What follows belongs to an exercise in optimizing a design on an open flow for small area, a short achievable clock period and few clock cycles; a production flow would make more cautious choices. Function was checked by simulation only, so behaviour that the tests miss may differ from the original.

==> job 6591: inputs <==
==> flow/design.v <==
module Top(
    Clk,
    Reset,
    Data_in,
    Wr_En,
    Outputs,
    Re
    );
    input wire Clk;
    input wire Reset;
    input wire Wr_En;
    input wire [3:0] Data_in;
    output wire Outputs;
    output wire Re;
    reg       wr_q;
    reg [3:0] din_q;
    always @(posedge Clk or negedge Reset)
        if (~Reset) wr_q <= 1'b0;
        else        wr_q <= Wr_En;
    always @(posedge Clk) din_q <= Data_in;
    reg [9:0] dsel;
    always @(posedge Clk) begin : dec
        integer k;
        for (k = 0; k < 10; k = k + 1) dsel[k] <= (Data_in == k);
    end
    localparam ST_WR = 2'd0, ST_HUF = 2'd1, ST_OUT = 2'd2;
    reg [1:0] st;
    reg [8:0] wc;         
    reg [1:0] ph;         
    reg       gdone;      
    reg [1:0] hs;         
    reg [3:0] hso;        
    wire wactive = wr_q | (wc[8] & ~gdone);
    wire ins     = wactive & ph[1];
    wire first   = wr_q & (wc == 9'd0);
    wire [2:0] hin = wr_q ? din_q[3:1] : 3'd0;
    wire       lin = din_q[0];
    reg  [6:0] acc;
    reg  [1:0] lsb;
    wire [6:0] acc5 = {acc[4:0], 2'b00} + acc + {4'd0, hin};
    wire [9:0] grp  = {lsb[0], lsb[1], lin, acc5};
    always @(posedge Clk) begin
        if (wactive) begin
            if (ph == 2'd0) begin acc <= {4'd0, hin}; lsb[0] <= lin; end
            else            begin acc <= acc5;        lsb[1] <= lin; end
        end
    end
    localparam NG = 86;
    reg  [NG*10-1:0] ring;
    wire [9:0] slot0 = ring[9:0];
    always @(posedge Clk)
        ring <= {(ins ? grp : slot0), ring[NG*10-1:10]};
    reg [7:0] cnt  [0:9];
    reg  [7:0] cur;
    always @* begin : rd
        integer k;
        cur = 8'd0;
        for (k = 0; k < 10; k = k + 1) cur = cur | (cnt[k] & {8{dsel[k]}});
    end
    wire [7:0] inc = cur + 8'd1;
    localparam HS = 2'd0, HP = 2'd1, HU = 2'd2;
    reg  [9:0] cand, F;
    reg  [9:0] C1, C2;    
    reg  [7:0] v1, v2;    
    reg  [7:0] vr1, vr2;  
    reg        f1st;      
    reg  [9:0] bh, bl;    
    wire [3:0] gsel = hso;
    integer i;
    function two;    
        input [9:0] x;
        integer k;
        begin
            two = 1'b0;
            for (k = 1; k < 10; k = k + 1) two = two | (x[k] & |(x & ((10'd1 << k) - 10'd1)));
        end
    endfunction
    wire [9:0] cin = f1st ? 10'h3ff : cand;
    wire [9:0] fin = f1st ? 10'h000 : F;
    wire [9:0] zh  = cin & ~bh;
    wire [9:0] dh  = cin & bh;
    wire       sh  = (|zh) & (|dh);
    wire [9:0] c1s = (|zh) ? zh : cin;
    wire [9:0] zfh = fin & ~bh;
    wire [9:0] f1s = sh ? dh : (|zfh) ? zfh : fin;
    wire [9:0] zl  = c1s & ~bl;
    wire [9:0] dl  = c1s & bl;
    wire       sl  = (|zl) & (|dl);
    wire [9:0] ce  = (|zl) ? zl : c1s;
    wire [9:0] zfl = f1s & ~bl;
    wire [9:0] fe  = sl ? dl : (|zfl) ? zfl : f1s;
    wire       a1h = ~|zh, a1l = ~|zl;
    wire       a2h = sl ? a1h : sh ? 1'b1 : ~|zfh;
    wire       a2l = sl ? 1'b1 : ~|zfl;
    wire       cp  = sh | sl;    
    reg  [7:0] vn1, vn2;
    always @* begin
        for (i = 0; i < 4; i = i + 1) begin
            vn1[7-2*i -: 2] = gsel[i] ? {a1h, a1l} : vr1[7-2*i -: 2];
            vn2[7-2*i -: 2] = gsel[i] ? {a2h, a2l} : cp ? vr1[7-2*i -: 2] : vr2[7-2*i -: 2];
        end
    end
    always @(posedge Clk) begin
        cand <= ce;
        F    <= fe;
        vr1  <= vn1;
        vr2  <= vn2;
        if (st == ST_HUF && hs == HS && hso[3]) begin
            C1 <= ce; v1 <= vn1;
            C2 <= fe; v2 <= vn2;
        end
    end
    function [9:0] lowest;    
        input [9:0] x;
        integer k;
        begin
            lowest[0] = x[0];
            for (k = 1; k < 10; k = k + 1) lowest[k] = x[k] & ~|(x & ((10'd1 << k) - 10'd1));
        end
    endfunction
    function [3:0] enc;
        input [9:0] oh;
        begin
            enc[0] = oh[1] | oh[3] | oh[5] | oh[7] | oh[9];
            enc[1] = oh[2] | oh[3] | oh[6] | oh[7];
            enc[2] = oh[4] | oh[5] | oh[6] | oh[7];
            enc[3] = oh[8] | oh[9];
        end
    endfunction
    wire [9:0] c1lo   = lowest(C1);
    wire [9:0] c1rest = C1 & ~c1lo;
    wire       multi = two(C1);
    wire [9:0] m2n = lowest(multi ? c1rest : C2);
    wire [7:0] sab = v1 + v2;
    reg  [3:0] m1b, m2b;
    reg  [7:0] s;
    reg        v2ff;      
    always @(posedge Clk)
        if (hs == HP) begin
            m1b  <= enc(c1lo);
            m2b  <= enc(m2n);
            s    <= multi ? {v1[6:0], 1'b0} : sab;
            v2ff <= multi ? (&v1) : (&v2);
        end
    reg  [9:0] m1, m2;    
    always @* for (i = 0; i < 10; i = i + 1) begin
        m1[i] = (m1b == i);
        m2[i] = (m2b == i);
    end
    wire       hufu = (st == ST_HUF) && (hs == HU);
    wire       upd  = hufu && !v2ff;
    reg        byp;
    reg  [9:0] nonff;
    always @* begin
        for (i = 0; i < 10; i = i + 1) begin
            bh[i] = |({cnt[i][1], cnt[i][3], cnt[i][5],
                       byp ? (m1[i] | (m2[i] ? s[7] : cnt[i][7])) : cnt[i][7]} & gsel);
            bl[i] = |({cnt[i][0], cnt[i][2], cnt[i][4],
                       byp ? (m1[i] | (m2[i] ? s[6] : cnt[i][6])) : cnt[i][6]} & gsel);
            nonff[i] = byp ? ~m1[i] & (m2[i] ? ~&s : ~&cnt[i]) : ~&cnt[i];
        end
    end
    wire       cwr  = (st == ST_WR) && wr_q;
    wire [7:0] cbus = (upd ? s : inc) & {8{~first}};
    always @(posedge Clk) begin
        for (i = 0; i < 10; i = i + 1)
            if (first | (cwr & dsel[i]) | (upd & (m1[i] | m2[i])))
                cnt[i] <= cbus | {8{upd & m1[i]}};
    end
    reg  [99:0] ncr;
    reg  [3:0]  rot;
    reg  [2:0]  pw;       
    function [9:0] apply;
        input [9:0] e;
        input [3:0] a1, a2;
        begin
            if (e[9:6] == a1)      apply = {a2, e[4:0], 1'b0};
            else if (e[9:6] == a2) apply = {e[9:6], e[4:0], 1'b1};
            else                   apply = e;
        end
    endfunction
    wire [3:0] rot5   = (rot >= 4'd5) ? rot - 4'd5 : rot + 4'd5;
    wire       ncinit = wr_q && (wc < 9'd10);
    wire       napp   = upd || (pw != 3'd0);
    wire [9:0] e0 = ncinit ? {rot,  6'd1} : napp ? apply(ncr[9:0],   m1b, m2b) : ncr[9:0];
    wire [9:0] e5 = ncinit ? {rot5, 6'd1} : napp ? apply(ncr[59:50], m1b, m2b) : ncr[59:50];
    always @(posedge Clk)
        ncr <= {e0, ncr[99:60], e5, ncr[49:10]};
    always @(posedge Clk or negedge Reset) begin
        if (~Reset) begin
            pw <= 3'd0; rot <= 4'd0;
        end else begin
            rot <= (rot == 4'd9) ? 4'd0 : rot + 4'd1;
            if (upd)              pw <= 3'd4;
            else if (pw != 3'd0)  pw <= pw - 3'd1;
        end
    end
    wire fewer2 = ~two(nonff);
    reg [6:0] P;         
    reg [6:0] ng;        
    reg [10:0] qx;       
    reg [11:0] qh;       
    reg       hv, xv, h85, x85;
    reg [1:0] hidx;
    wire       attap = (P[2:0] == 3'd0);
    reg  [9:0] tap;
    always @* begin
        case (P[6:3])
            4'd0: tap = ring[  0*10 +: 10];
            4'd1: tap = ring[  8*10 +: 10];
            4'd2: tap = ring[ 16*10 +: 10];
            4'd3: tap = ring[ 24*10 +: 10];
            4'd4: tap = ring[ 32*10 +: 10];
            4'd5: tap = ring[ 40*10 +: 10];
            4'd6: tap = ring[ 48*10 +: 10];
            4'd7: tap = ring[ 56*10 +: 10];
            4'd8: tap = ring[ 64*10 +: 10];
            4'd9: tap = ring[ 72*10 +: 10];
            default: tap = ring[ 80*10 +: 10];
        endcase
    end
    wire [6:0] tv  = tap[6:0];
    wire [2:0] th0 = (tv >= 7'd100) ? 3'd4 : (tv >= 7'd75) ? 3'd3 :
                     (tv >= 7'd50)  ? 3'd2 : (tv >= 7'd25) ? 3'd1 : 3'd0;
    wire [10:0] tapd = {tap[9:7], th0, tv[4:0]};
    reg  [4:0] k25;
    always @* begin
        case (qx[7:5])
            3'd1: k25 = 5'd25;
            3'd2: k25 = 5'd18;
            3'd3: k25 = 5'd11;
            3'd4: k25 = 5'd4;
            default: k25 = 5'd0;
        endcase
    end
    wire [4:0] qr = qx[4:0] - k25;
    reg  [5:0] r5d;
    always @* begin
        case (qr)
            5'd0: r5d = 6'b000000;
            5'd1: r5d = 6'b000001;
            5'd2: r5d = 6'b000010;
            5'd3: r5d = 6'b000011;
            5'd4: r5d = 6'b000100;
            5'd5: r5d = 6'b001000;
            5'd6: r5d = 6'b001001;
            5'd7: r5d = 6'b001010;
            5'd8: r5d = 6'b001011;
            5'd9: r5d = 6'b001100;
            5'd10: r5d = 6'b010000;
            5'd11: r5d = 6'b010001;
            5'd12: r5d = 6'b010010;
            5'd13: r5d = 6'b010011;
            5'd14: r5d = 6'b010100;
            5'd15: r5d = 6'b011000;
            5'd16: r5d = 6'b011001;
            5'd17: r5d = 6'b011010;
            5'd18: r5d = 6'b011011;
            5'd19: r5d = 6'b011100;
            5'd20: r5d = 6'b100000;
            5'd21: r5d = 6'b100001;
            5'd22: r5d = 6'b100010;
            5'd23: r5d = 6'b100011;
            5'd24: r5d = 6'b100100;
            default: r5d = 6'b000000;
        endcase
    end
    wire [11:0] qdec = {qx[7:5], qx[10], r5d[5:3], qx[9], r5d[2:0], qx[8]};
    reg [3:0] hdig;
    always @* begin
        case (hidx)
            2'd0: hdig = qh[11:8];
            2'd1: hdig = qh[7:4];
            default: hdig = qh[3:0];
        endcase
    end
    reg [3:0] nd;
    reg       ndv, nd8;
    reg [3:0] sc;        
    reg [5:0] S;
    reg       rep;
    reg       out_r, re_r;
    assign Outputs = out_r;
    assign Re      = re_r;
    wire       sempty = (S == 6'b100000);
    reg  [3:0] ndpos;
    reg        pvalid;
    wire [3:0] ndp5   = (ndpos >= 4'd5) ? ndpos - 4'd5 : ndpos;
    wire       nready = !(ndp5 < {1'b0, pw});
    wire       take   = (st == ST_OUT) && nready && sempty && !rep && pvalid;
    wire       hpop   = hv && (!ndv || take) && (sc == 4'd9) && (hidx == 2'd2 || h85);
    wire       move   = xv && (hpop || !hv);
    wire       fetch  = gdone && attap && !xv;
    wire [4:0] pd = {1'b0, nd} + 5'd9 - {1'b0, rot};
    wire [3:0] pos = (pd >= 5'd10) ? pd - 5'd10 : pd[3:0];
    always @(posedge Clk) ndpos <= pos;
    reg  [5:0] c;
    always @* begin
        c = 6'd0;
        for (i = 0; i < 10; i = i + 1) if (ndpos == i) c = ncr[10*i +: 6];
    end
    reg  [5:0] tf;
    always @* begin
        if      (c[5]) tf = {c[4:0], 1'b1};
        else if (c[4]) tf = {c[3:0], 2'b10};
        else if (c[3]) tf = {c[2:0], 3'b100};
        else if (c[2]) tf = {c[1:0], 4'b1000};
        else if (c[1]) tf = {c[0],   5'b10000};
        else           tf = 6'b100000;
    end
    always @(posedge Clk or negedge Reset) begin
        if (~Reset) begin
            st <= ST_WR; wc <= 9'd0; ph <= 2'd0; gdone <= 1'b0; hs <= HS; hso <= 4'b0001; f1st <= 1'b1; byp <= 1'b0;
            P <= 7'd0; ng <= 7'd0; hv <= 1'b0; xv <= 1'b0; h85 <= 1'b0; x85 <= 1'b0;
            hidx <= 2'd0; ndv <= 1'b0; nd8 <= 1'b0; sc <= 4'd0; pvalid <= 1'b0;
            S <= 6'b100000; rep <= 1'b0; out_r <= 1'b0; re_r <= 1'b0;
        end else begin
            if (wr_q) wc <= wc + 9'd1;
            if (wactive) ph <= ph[1] ? 2'd0 : ph + 2'd1;
            if (ins && !wr_q) begin
                gdone <= 1'b1;
                P  <= 7'd11;
                ng <= 7'd3;
            end
            if (wr_q && wc == 9'd255) st <= ST_HUF;
            if (st == ST_HUF) begin
                f1st <= (hs == HP);
                byp  <= (hs == HP);
                if (hs == HS) begin
                    if (hso[0] && fewer2) st <= ST_OUT;
                    else begin
                        hso <= {hso[2:0], hso[3]};
                        if (hso[3]) hs <= HP;
                    end
                end else if (hs == HP) begin
                    hs <= HU;
                end else begin
                    hs  <= HS;
                    hso <= 4'b0010;
                    if (v2ff || fewer2) st <= ST_OUT;
                end
            end
            if (gdone) begin
                if (fetch) begin
                    P  <= (P >= 7'd84) ? P - 7'd84 : P + 7'd2;
                    ng <= (ng == 7'd85) ? 7'd0 : ng + 7'd1;
                end else
                    P  <= (P == 7'd0) ? 7'd85 : P - 7'd1;
            end
            if (hpop || !hv) begin
                hv <= xv; h85 <= x85; hidx <= 2'd0;
            end
            if (fetch) begin
                xv <= 1'b1; x85 <= (ng == 7'd85);
            end else if (move)
                xv <= 1'b0;
            pvalid <= ndv && !take;
            if (!ndv || take) begin
                if (sc != 4'd9) begin
                    ndv <= 1'b1; nd8 <= (sc == 4'd8); sc <= sc + 4'd1;
                end else if (hv) begin
                    ndv <= 1'b1; nd8 <= 1'b0;
                    if (!hpop) hidx <= hidx + 2'd1;
                end else
                    ndv <= 1'b0;
            end
            if (!sempty) begin
                out_r <= S[5]; re_r <= 1'b1; S <= {S[4:0], 1'b0};
            end else if (rep) begin
                re_r <= 1'b1; rep <= 1'b0;
            end else begin
                re_r <= 1'b0;
                if (take) begin
                    S   <= tf;
                    rep <= nd8 && (tf != 6'b100000);
                end
            end
        end
    end
    always @(posedge Clk) begin
        if (move)  qh <= qdec;
        if (fetch) qx <= tapd;
        if (!ndv || take) begin
            if (sc != 4'd9) nd <= sc;
            else            nd <= hdig;
        end
    end
endmodule
==> flow/run.sh <==
#!/bin/bash
# synth_recipe.tcl (not shown) runs the flow's synth.tcl, then flattens the netlist and writes it again
# the make line also repeats each setting of config.mk as NAME=value (left out here)
make -C /OpenROAD-flow-scripts/flow DESIGN_CONFIG=/design/flow/config.mk WORK_HOME=/design/flow/orfs CLKGATE_MAP_FILE= SYNTH_SCRIPT=/design/flow/synth_recipe.tcl finish
==> flow/config.mk <==
export PLATFORM = sky130hd
export DESIGN_NAME = Top
export DESIGN_NICKNAME = Top
export VERILOG_FILES = /design/flow/design.v
export SDC_FILE = /design/flow/constraint.sdc
export NUM_CORES = 4
export LEC_CHECK = 0
export ABC_CLOCK_PERIOD_IN_PS = 3000
export CAP_MARGIN = 20
export CORE_MARGIN = 2
export CORE_UTILIZATION = 65
export CTS_BUF_LIST = sky130_fd_sc_hd__clkbuf_8
export CTS_CLUSTER_DIAMETER = 40
export CTS_CLUSTER_SIZE = 16
export PLACE_DENSITY = 0.75
export SETUP_SLACK_MARGIN = 4.0
export SLEW_MARGIN = 20
==> flow/constraint.sdc <==
create_clock -name core_clock -period 7.0 [get_ports {Clk}]
set_input_delay 1.4000 -clock core_clock [delete_from_list [all_inputs] [get_ports {Clk}]]
set_output_delay 1.4000 -clock core_clock [all_outputs]
set_load 0.01 [all_outputs]
==> job 1353 (differences from job 6591) <==
--- a/flow/design.v
+++ b/flow/design.v
@@ -29,5 +29,5 @@
     reg [1:0] ph;         
     reg       gdone;      
-    reg [1:0] hs;         
+    reg       hs;         
     reg [3:0] hso;        
     wire wactive = wr_q | (wc[8] & ~gdone);
@@ -59,5 +59,5 @@
     end
     wire [7:0] inc = cur + 8'd1;
-    localparam HS = 2'd0, HP = 2'd1, HU = 2'd2;
+    localparam HS = 1'b0, HU = 1'b1;
     reg  [9:0] cand, F;
     reg  [9:0] C1, C2;    
@@ -68,4 +68,10 @@
     wire [3:0] gsel = hso;
     integer i;
+    always @* begin
+        for (i = 0; i < 10; i = i + 1) begin
+            bh[i] = |({cnt[i][1], cnt[i][3], cnt[i][5], cnt[i][7]} & gsel);
+            bl[i] = |({cnt[i][0], cnt[i][2], cnt[i][4], cnt[i][6]} & gsel);
+        end
+    end
     function two;    
         input [9:0] x;
@@ -130,35 +136,13 @@
     wire [9:0] c1lo   = lowest(C1);
     wire [9:0] c1rest = C1 & ~c1lo;
+    wire [9:0] m1  = c1lo;
     wire       multi = two(C1);
-    wire [9:0] m2n = lowest(multi ? c1rest : C2);
+    wire [9:0] m2  = lowest(multi ? c1rest : C2);
+    wire       v2ff = multi ? (&v1) : (&v2);    
+    wire [3:0] m2b = enc(m2);
     wire [7:0] sab = v1 + v2;
-    reg  [3:0] m1b, m2b;
-    reg  [7:0] s;
-    reg        v2ff;      
-    always @(posedge Clk)
-        if (hs == HP) begin
-            m1b  <= enc(c1lo);
-            m2b  <= enc(m2n);
-            s    <= multi ? {v1[6:0], 1'b0} : sab;
-            v2ff <= multi ? (&v1) : (&v2);
-        end
-    reg  [9:0] m1, m2;    
-    always @* for (i = 0; i < 10; i = i + 1) begin
-        m1[i] = (m1b == i);
-        m2[i] = (m2b == i);
-    end
+    wire [7:0] s   = multi ? {v1[6:0], 1'b0} : sab;
     wire       hufu = (st == ST_HUF) && (hs == HU);
     wire       upd  = hufu && !v2ff;
-    reg        byp;
-    reg  [9:0] nonff;
-    always @* begin
-        for (i = 0; i < 10; i = i + 1) begin
-            bh[i] = |({cnt[i][1], cnt[i][3], cnt[i][5],
-                       byp ? (m1[i] | (m2[i] ? s[7] : cnt[i][7])) : cnt[i][7]} & gsel);
-            bl[i] = |({cnt[i][0], cnt[i][2], cnt[i][4],
-                       byp ? (m1[i] | (m2[i] ? s[6] : cnt[i][6])) : cnt[i][6]} & gsel);
-            nonff[i] = byp ? ~m1[i] & (m2[i] ? ~&s : ~&cnt[i]) : ~&cnt[i];
-        end
-    end
     wire       cwr  = (st == ST_WR) && wr_q;
     wire [7:0] cbus = (upd ? s : inc) & {8{~first}};
@@ -170,5 +154,8 @@
     reg  [99:0] ncr;
     reg  [3:0]  rot;
-    reg  [2:0]  pw;       
+    reg         p_v;
+    reg  [2:0]  p_n;
+    reg  [3:0]  p_1, p_2;
+    wire [3:0]  m1b = enc(m1);
     function [9:0] apply;
         input [9:0] e;
@@ -182,18 +169,26 @@
     wire [3:0] rot5   = (rot >= 4'd5) ? rot - 4'd5 : rot + 4'd5;
     wire       ncinit = wr_q && (wc < 9'd10);
-    wire       napp   = upd || (pw != 3'd0);
-    wire [9:0] e0 = ncinit ? {rot,  6'd1} : napp ? apply(ncr[9:0],   m1b, m2b) : ncr[9:0];
-    wire [9:0] e5 = ncinit ? {rot5, 6'd1} : napp ? apply(ncr[59:50], m1b, m2b) : ncr[59:50];
+    wire [9:0] e0 = ncinit ? {rot,  6'd1} : p_v ? apply(ncr[9:0],   p_1, p_2) : ncr[9:0];
+    wire [9:0] e5 = ncinit ? {rot5, 6'd1} : p_v ? apply(ncr[59:50], p_1, p_2) : ncr[59:50];
     always @(posedge Clk)
         ncr <= {e0, ncr[99:60], e5, ncr[49:10]};
+    always @(posedge Clk) begin
+        if (upd) begin p_1 <= m1b; p_2 <= m2b; end
+    end
     always @(posedge Clk or negedge Reset) begin
         if (~Reset) begin
-            pw <= 3'd0; rot <= 4'd0;
+            p_v <= 1'b0; p_n <= 3'd0; rot <= 4'd0;
         end else begin
-            rot <= (rot == 4'd9) ? 4'd0 : rot + 4'd1;
-            if (upd)              pw <= 3'd4;
-            else if (pw != 3'd0)  pw <= pw - 3'd1;
+          rot <= (rot == 4'd9) ? 4'd0 : rot + 4'd1;
+          if (upd) begin
+            p_v <= 1'b1; p_n <= 3'd5;
+        end else if (p_v) begin
+            p_n <= p_n - 3'd1;
+            if (p_n == 3'd1) p_v <= 1'b0;
+          end
         end
     end
+    reg [9:0] nonff;
+    always @* for (i = 0; i < 10; i = i + 1) nonff[i] = ~&cnt[i];
     wire fewer2 = ~two(nonff);
     reg [6:0] P;         
@@ -287,5 +282,5 @@
     reg        pvalid;
     wire [3:0] ndp5   = (ndpos >= 4'd5) ? ndpos - 4'd5 : ndpos;
-    wire       nready = !(ndp5 < {1'b0, pw});
+    wire       nready = !(p_v && ndp5 < {1'b0, p_n});
     wire       take   = (st == ST_OUT) && nready && sempty && !rep && pvalid;
     wire       hpop   = hv && (!ndv || take) && (sc == 4'd9) && (hidx == 2'd2 || h85);
@@ -311,5 +306,5 @@
     always @(posedge Clk or negedge Reset) begin
         if (~Reset) begin
-            st <= ST_WR; wc <= 9'd0; ph <= 2'd0; gdone <= 1'b0; hs <= HS; hso <= 4'b0001; f1st <= 1'b1; byp <= 1'b0;
+            st <= ST_WR; wc <= 9'd0; ph <= 2'd0; gdone <= 1'b0; hs <= HS; hso <= 4'b0001; f1st <= 1'b1;
             P <= 7'd0; ng <= 7'd0; hv <= 1'b0; xv <= 1'b0; h85 <= 1'b0; x85 <= 1'b0;
             hidx <= 2'd0; ndv <= 1'b0; nd8 <= 1'b0; sc <= 4'd0; pvalid <= 1'b0;
@@ -325,18 +320,14 @@
             if (wr_q && wc == 9'd255) st <= ST_HUF;
             if (st == ST_HUF) begin
-                f1st <= (hs == HP);
-                byp  <= (hs == HP);
+                f1st <= (hs == HU);
                 if (hs == HS) begin
                     if (hso[0] && fewer2) st <= ST_OUT;
                     else begin
                         hso <= {hso[2:0], hso[3]};
-                        if (hso[3]) hs <= HP;
+                        if (hso[3]) hs <= HU;
                     end
-                end else if (hs == HP) begin
-                    hs <= HU;
                 end else begin
-                    hs  <= HS;
-                    hso <= 4'b0010;
-                    if (v2ff || fewer2) st <= ST_OUT;
+                    hs <= HS;
+                    if (v2ff) st <= ST_OUT;
                 end
             end
==> results_dict.tcl <==
set metrics [dict create \
    die_x_um 244 \
    grt_pass1_vias 25200 \
    cpPeakStageDelay_ns 0.51 \
    met3_length_mm 8.99 \
    cts_resized 196 \
    dp_cells 3602 \
    cts.sinks 1249 \
    status "no timing/DRC/antenna violations" \
]
That was job 6591.
==> results_dict.tcl <==
set metrics [dict create \
    coreArea_um2 56200 \
    met3_length_mm 8.71 \
    cts.sinks 1239 \
    status "no timing/DRC/antenna violations" \
    cts_resized 275 \
    dp_hpwl_mm 62.5 \
    fillers 3087 \
    dp_cells 3526 \
    design_area_um2 43600 \
    die_x_um 242 \
    cpPeakStageDelay_ns 0.60 \
    worst_pin_slew_ns 0.916 \
]
That was job 1353.
Testbench counts of job 6591, summed over its fixed seeds: cycles 11,152.
Testbench counts of job 1353, summed over its fixed seeds: cycles 11,152.

==> static timing again, ports no longer ideal <==
Ports are ideal in the flow. The routed layouts listed here were re-timed in OpenROAD.
Step 1, drivers: a clkbuf_16 drives Clk and a buf_2 each remaining input, both assumed.
Step 2 times the ports against the registers' clock, not the clock port: input delays grow and output delays shrink by t, the midpoint of the rising clock arrivals with the driver on.
Three values: no drivers, after step 1, after step 2; two values: the first two.
| run | t (ns) | slack for setup (ns) | worst setup path after step 2 | cell pins on the clock port's net |
|---|---|---|---|---|
| job 6591 | 0.822 | 3.278 / 3.278 / 3.278 | register to register | 1 |
| job 1353 | 0.818 | 3.658 / 3.658 / 3.658 | register to register | 1 |
After both steps setup and hold are still met in every run listed.
